Background: an optimization exercise with open tools, aiming at small area and a short achievable clock period. Do not read the settings as production practice.
No run shown here included a check of the RTL's function; only the layout flow was run.
Power and IR drop assume default switching activity.

### standard.sh
#!/bin/bash
# synth_recipe.tcl (not shown) runs the flow's synth.tcl, then flattens the netlist and writes it again
# the make line also repeats each setting of config.mk as NAME=value (left out here)
make -C /OpenROAD-flow-scripts/flow DESIGN_CONFIG=/design/flow/config.mk WORK_HOME=/design/flow/orfs CLKGATE_MAP_FILE= SYNTH_SCRIPT=/design/flow/synth_recipe.tcl "${@:-finish}"
### constraint.sdc
create_clock -name core_clock -period 5.0 [get_ports {iCLK}]
set_input_delay 1.0000 -clock core_clock [delete_from_list [all_inputs] [get_ports {iCLK}]]
set_output_delay 1.0000 -clock core_clock [all_outputs]
set_load 0.01 [all_outputs]
### flow/run.sh
#!/bin/bash
# The standard ORFS layout, with the port buffers made of the smallest
# buffer (sky130_fd_sc_hd__buf_1; repair_design resizes them where needed)
# and the pins placed by flow/pins.tcl (each bit slice's pins together).
set -euo pipefail
here=$(cd "$(dirname "$0")" && pwd)
bash standard.sh "BUFFER_PORTS_ARGS=-buffer_cell sky130_fd_sc_hd__buf_1" \
  "PRE_IO_PLACEMENT_TCL=$here/pins.tcl" finish > standard_make.log 2>&1
### design.v
module JTAG_AOI222(a0, b0, a1, b1, a2, b2, y);
	input  a0, b0, a1, b1, a2, b2;
	output y;
	assign y = ~((a0 & b0) | (a1 & b1) | (a2 & b2));
endmodule
module JTAG_WriteMux(we, keep, w, q, d);
	input  we, keep;
	input  [31:0] w, q;
	output [31:0] d;
	assign d = ({32{we}} & w) | ({32{keep}} & q);
endmodule
module JTAG_ReadBit(sel, r, sh, wsh, hold, w, nrst, d);
	input  [14:0] sel;
	input  [14:0] r;
	input  sh, wsh, hold, w, nrst;
	output d;
	wire [5:0] y;
	JTAG_AOI222 u0(.a0(sel[0]),  .b0(r[0]),  .a1(sel[1]),  .b1(r[1]),  .a2(sel[2]),  .b2(r[2]),  .y(y[0]));
	JTAG_AOI222 u1(.a0(sel[3]),  .b0(r[3]),  .a1(sel[4]),  .b1(r[4]),  .a2(sel[5]),  .b2(r[5]),  .y(y[1]));
	JTAG_AOI222 u2(.a0(sel[6]),  .b0(r[6]),  .a1(sel[7]),  .b1(r[7]),  .a2(sel[8]),  .b2(r[8]),  .y(y[2]));
	JTAG_AOI222 u3(.a0(sel[9]),  .b0(r[9]),  .a1(sel[10]), .b1(r[10]), .a2(sel[11]), .b2(r[11]), .y(y[3]));
	JTAG_AOI222 u4(.a0(sel[12]), .b0(r[12]), .a1(sel[13]), .b1(r[13]), .a2(sel[14]), .b2(r[14]), .y(y[4]));
	assign y[5] = ~((sh & wsh) | (hold & w));
	assign d = nrst & ~(&y);
endmodule
module JTAG_Interface(
	iCLK,
	iRST,
	iTCK,
	iTDI,
	iIR_IN,
	iSTATE_CDR,
	iSTATE_SDR,
	iSTATE_UDR,
	iREAD_0,
	iREAD_1,
	iREAD_2,
	iREAD_3,
	iREAD_4,
	iREAD_5,
	iREAD_6,
	iREAD_7,
	iREAD_8,
	iREAD_9,
	iREAD_A,
	iREAD_B,
	iREAD_C,
	iREAD_D,
	iREAD_E,
	oTDO,
	oWRITE_0,
	oWRITE_1,
	oWRITE_2,
	oWRITE_3,
	oWRITE_4,
	oWRITE_5,
	oWRITE_6,
	oWRITE_7,
	oWRITE_8,
	oWRITE_9,
	oWRITE_A,
	oWRITE_B,
	oWRITE_C,
	oWRITE_D,
	oWRITE_E
);
input wire	iCLK;
input wire	iRST;
input wire	iTCK;
input wire	iTDI;
input wire	[8:0] iIR_IN;
input wire	iSTATE_CDR;
input wire	iSTATE_SDR;
input wire	iSTATE_UDR;
input wire	[31:0] iREAD_0;
input wire	[31:0] iREAD_1;
input wire	[31:0] iREAD_2;
input wire	[31:0] iREAD_3;
input wire	[31:0] iREAD_4;
input wire	[31:0] iREAD_5;
input wire	[31:0] iREAD_6;
input wire	[31:0] iREAD_7;
input wire	[31:0] iREAD_8;
input wire	[31:0] iREAD_9;
input wire	[31:0] iREAD_A;
input wire	[31:0] iREAD_B;
input wire	[31:0] iREAD_C;
input wire	[31:0] iREAD_D;
input wire	[31:0] iREAD_E;
output wire	oTDO;
output wire	[31:0] oWRITE_0;
output wire	[31:0] oWRITE_1;
output wire	[31:0] oWRITE_2;
output wire	[31:0] oWRITE_3;
output wire	[31:0] oWRITE_4;
output wire	[31:0] oWRITE_5;
output wire	[31:0] oWRITE_6;
output wire	[31:0] oWRITE_7;
output wire	[31:0] oWRITE_8;
output wire	[31:0] oWRITE_9;
output wire	[31:0] oWRITE_A;
output wire	[31:0] oWRITE_B;
output wire	[31:0] oWRITE_C;
output wire	[31:0] oWRITE_D;
output wire	[31:0] oWRITE_E;
reg t1, t2, t3, t4;
reg c1, s1, u1;
reg d1, d2;
reg ev, cap, shf, upd;
reg tdo;
reg [31:0] W;
reg [479:0] wr;
wire rise = t3 & ~t4;
always @(posedge iCLK) begin
	if (iRST) begin
		t1 <= 1'b0; t2 <= 1'b0; t3 <= 1'b0; t4 <= 1'b0;
		c1 <= 1'b0; s1 <= 1'b0; u1 <= 1'b0;
		d1 <= 1'b0; d2 <= 1'b0;
		ev <= 1'b0; cap <= 1'b0; shf <= 1'b0; upd <= 1'b0;
		tdo <= 1'b0;
	end else begin
		t1 <= iTCK; t2 <= t1; t3 <= t2; t4 <= t3;
		c1 <= iSTATE_CDR; s1 <= iSTATE_SDR; u1 <= iSTATE_UDR;
		d1 <= iTDI; d2 <= d1;
		ev  <= rise;
		cap <= rise & c1;
		shf <= rise & ~c1 & s1;
		upd <= rise & ~c1 & ~s1 & u1;
		if (ev) tdo <= W[0];
	end
end
assign oTDO = tdo;
wire [479:0] rd = {iREAD_E, iREAD_D, iREAD_C, iREAD_B, iREAD_A, iREAD_9, iREAD_8, iREAD_7, iREAD_6, iREAD_5, iREAD_4, iREAD_3, iREAD_2, iREAD_1, iREAD_0};
wire nrst = ~iRST;
wire hold = ~cap & ~shf;
wire shift = shf;
wire [31:0] Wsh = {d2, W[31:1]};
wire [14:0] rsel;
genvar n, b;
generate for (n = 0; n < 15; n = n + 1) begin : g_rsel
	assign rsel[n] = cap & (iIR_IN[3:0] == n);
end endgenerate
wire [31:0] Wd;
generate for (b = 0; b < 32; b = b + 1) begin : g_wd
	wire [14:0] rb;
	for (n = 0; n < 15; n = n + 1) begin : g_rb
		assign rb[n] = rd[32*n + b];
	end
	JTAG_ReadBit u_bit(.sel(rsel), .r(rb), .sh(shift), .wsh(Wsh[b]), .hold(hold), .w(W[b]), .nrst(nrst), .d(Wd[b]));
end endgenerate
always @(posedge iCLK) W <= Wd;
genvar m;
generate for (m = 0; m < 15; m = m + 1) begin : g_wr
	wire sel = upd & (iIR_IN[7:4] == m);
	wire we = nrst & sel;
	wire keep = nrst & ~sel;
	wire [31:0] nxt;
	JTAG_WriteMux u_mux(.we(we), .keep(keep), .w(W), .q(wr[32*m +: 32]), .d(nxt));
	always @(posedge iCLK) wr[32*m +: 32] <= nxt;
end endgenerate
assign oWRITE_0 = wr[31:0];
assign oWRITE_1 = wr[63:32];
assign oWRITE_2 = wr[95:64];
assign oWRITE_3 = wr[127:96];
assign oWRITE_4 = wr[159:128];
assign oWRITE_5 = wr[191:160];
assign oWRITE_6 = wr[223:192];
assign oWRITE_7 = wr[255:224];
assign oWRITE_8 = wr[287:256];
assign oWRITE_9 = wr[319:288];
assign oWRITE_A = wr[351:320];
assign oWRITE_B = wr[383:352];
assign oWRITE_C = wr[415:384];
assign oWRITE_D = wr[447:416];
assign oWRITE_E = wr[479:448];
endmodule
### config.mk
export PLATFORM = sky130hd
export DESIGN_NAME = JTAG_Interface
export DESIGN_NICKNAME = JTAG_Interface
export VERILOG_FILES = /design/flow/design.v
export SDC_FILE = /design/flow/constraint.sdc
export NUM_CORES = 4
export LEC_CHECK = 0
export CAP_MARGIN = 20
export CORE_AREA = 10 10 310 310
export CTS_CLUSTER_DIAMETER = 70
export CTS_CLUSTER_SIZE = 22
export DIE_AREA = 0 0 320 320
export SETUP_SLACK_MARGIN = 2.8
export SLEW_MARGIN = 20
export SYNTH_HIERARCHICAL = 1
export SYNTH_MINIMUM_KEEP_SIZE = 0
### flow/pins.tcl
# Pin placement: each bit slice's fifteen write outputs and fifteen read
# inputs sit together on the die edge, slices in bit order around the die
# (10 on the bottom, 6 on the right, 10 on the top, 6 on the left), control
# pins in the middle of the left edge. Pins are two routing tracks apart.
set ::die 320.0
set ::hex {0 1 2 3 4 5 6 7 8 9 A B C D E}
proc put {name edge t} {
  set die $::die
  if {$edge eq "bottom" || $edge eq "top"} {
    set x [expr {0.23 + 0.46 * $t}]
    set y [expr {$edge eq "bottom" ? 0.24 : $die - 0.24}]
    place_pin -pin_name $name -layer met2 -location [list $x $y] -pin_size {0.14 0.48}
  } else {
    set y [expr {0.34 + 0.68 * $t}]
    set x [expr {$edge eq "left" ? 0.4 : $die - 0.4}]
    place_pin -pin_name $name -layer met3 -location [list $x $y] -pin_size {0.8 0.3}
  }
}
proc slice_pins {b} {
  set l {}
  foreach h $::hex { lappend l "oWRITE_${h}\[$b\]" }
  foreach h $::hex { lappend l "iREAD_${h}\[$b\]" }
  return $l
}
# a slice of 30 pins from track t0, 2 tracks apart, in direction dir
proc put_slice {b edge t0 dir} {
  set j 0
  foreach n [slice_pins $b] {
    put $n $edge [expr {$t0 + $dir * 2 * $j}]
    incr j
  }
}
set lo 12.0
set hi [expr {$::die - 12.0}]
# slice pitch along bottom/top (10 slices of 27.6 um) and left/right
set px [expr {($hi - $lo - 27.6) / 9.0}]
set b 0
for {set k 0} {$k < 10} {incr k} {
  put_slice $b bottom [expr {int(($lo + $px * $k) / 0.46)}] 1; incr b
}
# right: 6 slices of 40.8 um, bottom to top, evenly spread
set py [expr {($hi - $lo - 40.8) / 5.0}]
for {set k 0} {$k < 6} {incr k} {
  put_slice $b right [expr {int(($lo + $py * $k) / 0.68)}] 1; incr b
}
for {set k 0} {$k < 10} {incr k} {
  put_slice $b top [expr {int(($hi - $px * $k) / 0.46)}] -1; incr b
}
# left: 3 slices down from the top, 3 slices up from the bottom
set gap 2.0
for {set k 0} {$k < 3} {incr k} {
  put_slice $b left [expr {int(($hi - (40.8 + $gap) * $k) / 0.68)}] -1; incr b
}
for {set k 2} {$k >= 0} {incr k -1} {
  put_slice $b left [expr {int(($lo + 40.8 + (40.8 + $gap) * $k) / 0.68)}] -1; incr b
}
set ctrl {iTDI oTDO iTCK iSTATE_CDR iSTATE_SDR iSTATE_UDR iRST iCLK}
for {set i 0} {$i < 9} {incr i} { lappend ctrl "iIR_IN\[$i\]" }
set j 0
foreach n $ctrl {
  put $n left [expr {int(($::die / 2 - 11.0) / 0.68) + 2 * $j}]
  incr j
}
==> results of run 1 <==
[cells by family (layout without fill, tap and decap cells)]
family | Yosys count | count (layout) | share of synthesized area, %
AO/OA/AOI/OAI | 719 | 719 | 34.6
buffers and inverters | 100 | 1084 | 5.61
flip-flops | 526 | 526 | 56.2
multiplexers | 1 | 1 | 0.0534
AND/OR/NAND/NOR | 130 | 130 | 3.57
[area by class of cell]
class / instances / area, um^2
Fill cell: 9316 / 63300
Sequential cell: 526 / 10600
Multi-Input combinational cell: 850 / 7690
Timing Repair Buffer: 1038 / 4900
Tap cell: 1165 / 1460
Clock buffer: 33 / 783
Clock inverter: 11 / 119
Inverter: 2 / 10.0
[how the worst max path moves through the flow]
stage / from / endpoint / slack, ps / cells after the start
finish: iIR_IN[1] / W[12]$_DFF_P_ / 2790 / 7
global route: iIR_IN[2] / W[30]$_DFF_P_ / 2780 / 9
CTS: wr[17]$_DFF_P_ / oWRITE_0[17] / 2800 / 1
detailed placement: iIR_IN[4] / wr[337]$_DFF_P_ / 1400 / 5
global placement: iIR_IN[4] / wr[335]$_DFF_P_ / 1390 / 5
floorplan: iIR_IN[2] / W[0]$_DFF_P_ / 2380 / 6
[power by group through the flow]
stage	clock network, W	registers (W)	logic [W]
after floorplan	0	0.00429	0.000122
after global placement	0	0.00430	0.000333
after detailed placement	0	0.00430	0.000340
after CTS	0.00269	0.00420	0.000346
after global routing	0.00284	0.00420	0.000377
final	0.00266	0.00420	0.000361
[per-module statistics from Yosys (local to each module, per instance)]
module	times used	flip-flops and latches	cell area (um^2)	cells inside
JTAG_Interface	1	526	11000	618
JTAG_WriteMux	15	0	350	38
JTAG_ReadBit	32	0	26.3	4
JTAG_AOI222	160	0	10.0	1
[critical path, cell delays in order]
cell,delay (ps)
buf_1,200
nand2_2,200
nor4_4,170
buf_4,710
a222oi_1,210
nand2_1,110
o31a_1,110
[cells in the mapped netlist, drive strengths merged (3+ instances only)]
| library cell | count |
|---|---|
| nor2 | 19 |
| a31oi | 3 |
| a22o | 512 |
| nand2 | 35 |
| nand2b | 5 |
| clkbuf | 7 |
| nor3 | 8 |
| a222oi | 160 |
| a21oi | 12 |
| nor2b | 11 |
| buf | 91 |
| nor4b | 3 |
| nand3 | 33 |
| o31a | 32 |
| dfxtp | 526 |
[repair_timing]
| item | 4_1_cts | 5_1_grt |
|---|---|---|
| hold buffers | 0 | 0 |
| pin swaps | 5 | 11 |
| setup buffers | 9 | 0 |
| gates resized for setup | 212 | 260 |
| setup endpoints to repair | 694 | 520 |
[metrics by stage]
stage	hold slack, ps	instance area (um^2)	total power [W]	util (%)
4_1_cts	437	25100	0.00723	28.3
3_3_place_gp	414	23800	0.00463	26.8
3_5_place_dp	408	23800	0.00464	26.8
2_1_floorplan	390	19000	0.00442	-
5_1_grt	461	25500	0.00741	28.7
6_report	443	25500	0.00722	28.7
[metal layers]
layer | up-vias | GRT usage (%) | part of all wire (%)
li1 | 8168 | - | -
met1 | 9564 | 22.9 | 37
met2 | 1688 | 29.9 | 45
met3 | 274 | 6.72 | 13
met4 | 4 | 7.82 | 5.1
met5 | - | 0 | 0.024
==> reports/metrics.csv, run 1 <==
metric,value,unit
hold-path-endpoint,upd$_SDFF_PP0_,
yosys.area.top_type,dfxtp_1,
finalSetupViolations,0,
regMostFlops,wr,
portBuffers,975,
p_switching,0.00176,W
crit_fanout,32,
dr.pass1.iters,10,
layout_common_cells,"buf_1, dfxtp_1, a22o_1",
largest_reg_flops,480,
mostFrequentLayoutCell,buf_1,
placedCellCount,3572,
reg2reg_setup_slack,2810,ps
syn_avg_cell_area,12.7,um^2
start_util,21.1,%
drv_slew,0,
instances_no_fill,3625,
hold_depth,1,
fin_nets,2945,
antenna_found_initial,2,
core-area,88800,um^2
cellPowerDensity,283,nW/um^2
rsz0062_at_grt,yes,
die_h,320,um
worstRegToRegCells,6,
async_flop_share,0,%
clk_pin_slew,90,ps
max_freq,453,MHz
internal_power,0.00546,W
grt_overflow_total,0,
grt_max_degree,34,
setup.worst_path.start_class,primary input,
routed_wirelength,106000,um
die_area,102000,um^2
die_width,320,um
synth_area,18700,um^2
combPwrFrac,5.0,%
period_minus_slack,2210,ps
min_path_type,flip-flop to flip-flop,
hp-start,s1$_SDFF_PP0_,
post-route-period-util,44.2,%
clock-root-buffer,clkbuf_16,
cts_max_path_buffers,3,
criticalPathCategory,primary input to flip-flop,
drc_errors,0,
fin_worst_skew,17.3,ps
vdd.ir_drop.worst,0.273,mV
synth-seq-area-share,56.2,%
vias,19700,
drive_gt1_share,24.2,%
grt_pass1_vias,18600,
r2r_start,cap$_SDFF_PP0_,
dp_slack,1400,ps
ys_dominant_reg_cell,dfxtp_1,
ys_top_cells_by_area,"dfxtp_1, a22o_1, a222oi_1, buf_6, a22o_2",
r2r-end,W[12]$_DFF_P_,
dp_hpwl,67100,um
rows,109,
grt_pass1_wl,141000,um
p_sw_share,24.4,%
clkLatencyLatePin,630,ps
top_regs,"wr (480), W (32)",
synth_top_cell_area_share,56.2,%
via_per_inst,5.43,
cp-end-kind,flip-flop,
grt_use_total,18.8,%
synth_cell_type_count,30,
relSlewSlack,39.1,%
cap_violations,0,
synth_edf_count,0,
worst_slew_pin_slew,914,ps
gp_congestion,0.762,
drt.antenna.violating_nets,0,
synth-seq-cells,526,
cts_buffers,31,
tritoncts,yes,
syn2layout_area_growth,36.2,%
h-tree-depth,1,
outcome,no timing/DRC/antenna violations,
diodes,0,
hold_violations,0,
synth_cells,1476,
worst-endpoint-required,5560,ps
p_leak,10.3,nW
finalSetupTns,0,ps
ys_warn_count,7,
share_seq_of_total_power,58.1,%
wl_per_cell,29.3,um
drtIter0Drc,3489,
arrival,2770,ps
numClockSinks,526,
worst_slack,2790,ps
clock_power_share,36.9,%
io_pins,0,
==> run 2: changes to the inputs <==
--- a/design.v
+++ b/design.v
@@ -8,6 +8,35 @@
 	input  [31:0] w, q;
 	output [31:0] d;
 	assign d = ({32{we}} & w) | ({32{keep}} & q);
+endmodule
+module JTAG_Decode(a, en, rst, y);
+	input  [3:0] a;
+	input  en, rst;
+	output [14:0] y;
+	wire [3:0] lo, hi;
+	JTAG_Pre2  u_lo(.a(a[1:0]), .y(lo));
+	JTAG_Pre2E u_hi(.a(a[3:2]), .en(en), .rst(rst), .y(hi));
+	genvar n;
+	generate for (n = 0; n < 15; n = n + 1) begin : g_y
+		assign y[n] = lo[n % 4] & hi[n / 4];
+	end endgenerate
+endmodule
+module JTAG_Pre2(a, y);
+	input  [1:0] a;
+	output [3:0] y;
+	assign y[0] = ~a[1] & ~a[0];
+	assign y[1] = ~a[1] &  a[0];
+	assign y[2] =  a[1] & ~a[0];
+	assign y[3] =  a[1] &  a[0];
+endmodule
+module JTAG_Pre2E(a, en, rst, y);
+	input  [1:0] a;
+	input  en, rst;
+	output [3:0] y;
+	assign y[0] = en & ~rst & ~a[1] & ~a[0];
+	assign y[1] = en & ~rst & ~a[1] &  a[0];
+	assign y[2] = en & ~rst &  a[1] & ~a[0];
+	assign y[3] = en & ~rst &  a[1] &  a[0];
 endmodule
 module JTAG_ReadBit(sel, r, sh, wsh, hold, w, nrst, d);
 	input  [14:0] sel;
@@ -137,9 +166,7 @@
 wire [31:0] Wsh = {d2, W[31:1]};
 wire [14:0] rsel;
 genvar n, b;
-generate for (n = 0; n < 15; n = n + 1) begin : g_rsel
-	assign rsel[n] = cap & (iIR_IN[3:0] == n);
-end endgenerate
+JTAG_Decode u_rdec(.a(iIR_IN[3:0]), .en(cap), .rst(1'b0), .y(rsel));
 wire [31:0] Wd;
 generate for (b = 0; b < 32; b = b + 1) begin : g_wd
 	wire [14:0] rb;
@@ -149,11 +176,12 @@
 	JTAG_ReadBit u_bit(.sel(rsel), .r(rb), .sh(shift), .wsh(Wsh[b]), .hold(hold), .w(W[b]), .nrst(nrst), .d(Wd[b]));
 end endgenerate
 always @(posedge iCLK) W <= Wd;
+wire [14:0] wsel;
+JTAG_Decode u_wdec(.a(iIR_IN[7:4]), .en(upd), .rst(iRST), .y(wsel));
 genvar m;
 generate for (m = 0; m < 15; m = m + 1) begin : g_wr
-	wire sel = upd & (iIR_IN[7:4] == m);
-	wire we = nrst & sel;
-	wire keep = nrst & ~sel;
+	wire we = wsel[m];
+	wire keep = ~(iRST | we);
 	wire [31:0] nxt;
 	JTAG_WriteMux u_mux(.we(we), .keep(keep), .w(W), .q(wr[32*m +: 32]), .d(nxt));
 	always @(posedge iCLK) wr[32*m +: 32] <= nxt;
==> run 2 against run 1 <==
Effect of this change:
- still clean
- total power grew 1.4%
- via count is 3.9% higher
- area after synthesis grew 0.15%
- routed wire length up 19%
- non-clock buffer count up 31
- maximum frequency shrank 7.8%
- register-to-register slack got worse by 110 ps
- count of clock-buffer cells in the layout unchanged
- core utilization up 0.78 points
- critical path type unchanged
==> reports/metrics.csv, run 2 <==
metric,value,unit,change
clk_pin_slew,90,ps,about the same
cp_cell_sequence,buf_1 -> nor4b_4 -> and2_4 -> a222oi_1 -> nand2_1 -> o31a_1,,
synth_xor_area_share,0,%,unchanged
antenna_found_initial,10,,+8
grt_max_degree,34,,unchanged
post-route-period-util,47.9,%,+3.7 points
numClockSinks,526,,unchanged
min_path_type,flip-flop to flip-flop,,
period_minus_slack,2400,ps,+187 ps
outcome,no timing/DRC/antenna violations,,
layout_common_cells,"buf_1, a22o_1, dfxtp_1",,
wl_per_cell,34.4,um,+17%
cts_hold_buf,0,,unchanged
rsz0062_at_grt,no,,
p_switching,0.00179,W,+1.8%
multi_input_area,7590,um^2,-1.3%
gp_congestion,0.770,,+1.1%
ys_top_cells_by_area,"dfxtp_1, a22o_1, a222oi_1, buf_6, a22o_2",,
synth_area,18800,um^2,+0.15%
synth_compound_area_share,34.1,%,-0.47 points
slowest_delay,690,ps,-20 ps
setup.worst_path.start_class,primary input,,
arrival,2980,ps,+210 ps
io_pins,0,,unchanged
synth_fa_ha_area_share,0,%,unchanged
core-area,88800,um^2,unchanged
synth_common_cells,"dfxtp_1, a22o_1, a222oi_1, buf_6",,
clock-root-buffer,clkbuf_16,,
syn_avg_cell_area,12.8,um^2,+0.77%
grt_overflow_total,0,,unchanged
die_width,320,um,unchanged
synth_mux_area_share,0.0533,%,-0.000082 points
crit_family,simple AND/OR/NAND/NOR gates,,
async_flop_share,0,%,unchanged
drv_slew,0,,unchanged
dr.pass1.iters,11,,+1
die_h,320,um,unchanged
top_regs,"wr (480), W (32)",,
stdcell_area,26200,um^2,+2.7%
cts_buffers,31,,unchanged
synth_top_family_by_area,compound AO/OA/AOI/OAI gates,,
via_per_inst,5.56,,+2.2%
synth_cells,1467,,-0.61%
p_leak,10.8,nW,+5.1%
cp.buffers_inverters,1,,-1
h-tree-depth,1,,unchanged
fin_worst_skew,20.4,ps,+3.16 ps
drtIter0Drc,3904,,+12%
regMostFlops,wr,,
cts_max_path_buffers,3,,unchanged
grt_use_total,19.2,%,+0.35 points
finalSetupTns,0,ps,unchanged
syn2layout_area_growth,39.6,%,
portBuffers,975,,unchanged
drive_gt1_share,27.1,%,+3.0 points
ys_dominant_reg_cell,dfxtp_1,,
die_area,102000,um^2,unchanged
mostFrequentLayoutCell,buf_1,,
holdWs,446,ps,+2.73 ps
clkLatencyLatePin,630,ps,about the same
clock_power_share,37.6,%,+0.7 points
yosys.area.top_type,dfxtp_1,,
start_util,21.1,%,+0.032 points
grt_pass1_vias,18700,,+0.84%
synth_edf_count,0,,unchanged
vias,20500,,+3.9%
cap_violations,0,,unchanged
criticalPathCategory,primary input to flip-flop,,
yosysMostFrequentCell,dfxtp_1,,
p_sw_share,24.5,%,+0.092 points
utilization,29.5,%,+0.78 points
placed_area,23400,um^2,-1.7%
largest_reg_flops,480,,unchanged
drc_errors,0,,unchanged
crit_fanout,16,,-50%
cp-end-kind,flip-flop,,
synth-seq-area-share,56.1,%,-0.086 points
ys_warn_count,7,,unchanged
max_freq,417,MHz,-7.8%
crit_start,iIR_IN[2],,
dp_hpwl,68600,um,+2.1%
worst_slew_pin_slew,1260,ps,+346 ps
placedCellCount,3557,,-0.42%
fillCellCount,9275,,-0.44%
tritoncts,yes,,
vdd.ir_drop.worst,0.270,mV,-1.1%
combPwrFrac,5.1,%,about the same
worst-endpoint-required,5580,ps,+20 ps
instances_no_fill,3685,,+1.7%
grt_pass1_wl,143000,um,+1.2%
hp-start,s1$_SDFF_PP0_,,
synth_cell_type_count,25,,-17%
synth-seq-cells,526,,unchanged
synth_top_cell_area_share,56.1,%,-0.086 points
rows,109,,unchanged
synthSimpleGateAreaFrac,4.17,%,+0.60 points
slowest_stage,nor4b_4,,
cellPowerDensity,279,nW/um^2,-1.3%
hold_violations,0,,unchanged
r2r_start,cap$_SDFF_PP0_,,
drt.antenna.violating_nets,0,,unchanged
internal_power,0.00553,W,+1.3%
share_seq_of_total_power,57.3,%,-0.8 points
regArea,10600,um^2,+0.47%
finalSetupViolations,0,,unchanged
routed_wirelength,127000,um,+19%
relSlewSlack,15.9,%,-23 points
fin_nets,2995,,+1.7%
[run 2: modules after synthesis (local to each module, per instance)]
module          flip-flops and latches  cells inside  cell area (um^2)  times used
JTAG_ReadBit                         0             4              26.3          32
JTAG_Decode                          0            15              93.8           2
JTAG_AOI222                          0             1              10.0         160
JTAG_WriteMux                        0            38               350          15
JTAG_Pre2                            0             4              26.3           2
JTAG_Pre2E                           0             4              50.0           2
JTAG_Interface                     526           563             10700           1
[run 2: area by class of cell]
cell class,instances,area share (%)
Clock buffer,33,2.99
Tap cell,1165,5.56
Antenna cell,8,0.0764
Multi-Input combinational cell,869,29.0
Clock inverter,13,0.563
Inverter,2,0.0286
Sequential cell,526,40.5
Timing Repair Buffer,1069,21.4
[run 2: timing repair]
action                                  in CTS  in global routing
endpoints found under the setup margin     639                335
buffers inserted                            12                 40
cloned                                       1                 21
resized for setup                          367                154
pin swaps                                    7                 23
[run 2: through the flow]
step | total power (W) | worst slack (ps)
4_1_cts | 0.00733 | 2770
6_report | 0.00732 | 2600
3_5_place_dp | 0.00462 | 1430
5_1_grt | 0.00748 | 2700
2_1_floorplan | 0.00439 | 2780
3_3_place_gp | 0.00461 | 1450
[run 2: logic make-up after synthesis]
| family | Yosys count |
|---|---|
| other | 1 |
| multiplexers | 1 |
| buffers and inverters | 95 |
| AND/OR/NAND/NOR | 140 |
| flip-flops | 526 |
| AO/OA/AOI/OAI | 704 |
[run 2: final timing paths]
kind	end	slack [ps]	cells past startpoint
worst min register to register	upd$_SDFF_PP0_	450	1
worst min-delay path	upd$_SDFF_PP0_	450	1
worst max-delay path	W[1]$_DFF_P_	2600	6
worst max register to register	W[1]$_DFF_P_	2700	5
[run 2: power by group through the flow]
stage / sequential (W) / combinational (W) / clock, W
2_1_floorplan: 0.00429 / 0.000103 / 0
3_3_place_gp: 0.00429 / 0.000317 / 0
3_5_place_dp: 0.00429 / 0.000329 / 0
4_1_cts: 0.00419 / 0.000346 / 0.00279
5_1_grt: 0.00420 / 0.000387 / 0.00290
6_report: 0.00419 / 0.000375 / 0.00275
[run 2: metal layers]
layer  vias up  wire length (um)  track usage, %
met4         5              7120            8.36
met3       344             17600            7.00
met1      9972             46500            23.0
li1       8249                 -               -
met2      1901             55200            30.5
met5         -               251               0

==> re-timing with driven ports <==
No port has a modelled driver above. Below, the same layouts with a new extraction and two added sets of constraints. Step 1 (the two cells are an assumption about what drives the block):
set clk [get_ports {iCLK}]
set_driving_cell -lib_cell sky130_fd_sc_hd__clkbuf_16 $clk
set_driving_cell -lib_cell sky130_fd_sc_hd__buf_2 [delete_from_list [all_inputs] $clk]
Step 2, shift: input delay + t, output delay - t, t = (earliest + latest rising clock arrival at the registers) / 2. This alone moves slack from input paths to output paths. a / b / c = no drivers / after step 1 / after step 2; a / b = the first two.
| run | t (ns) | slack for setup (ns) | worst data-port slew with drivers (ns) |
|---|---|---|---|
| run 1 | 0.670 | 2.792 / 2.778 / 2.139 | 0.06 |
| run 2 | 0.677 | 2.604 / 2.624 / 1.947 | 0.06 |
After both steps setup and hold are still met in every run listed. For run 2, which loses most, drivers alone change the setup slack by +0.020 ns; drivers and shift together by -0.657 ns.
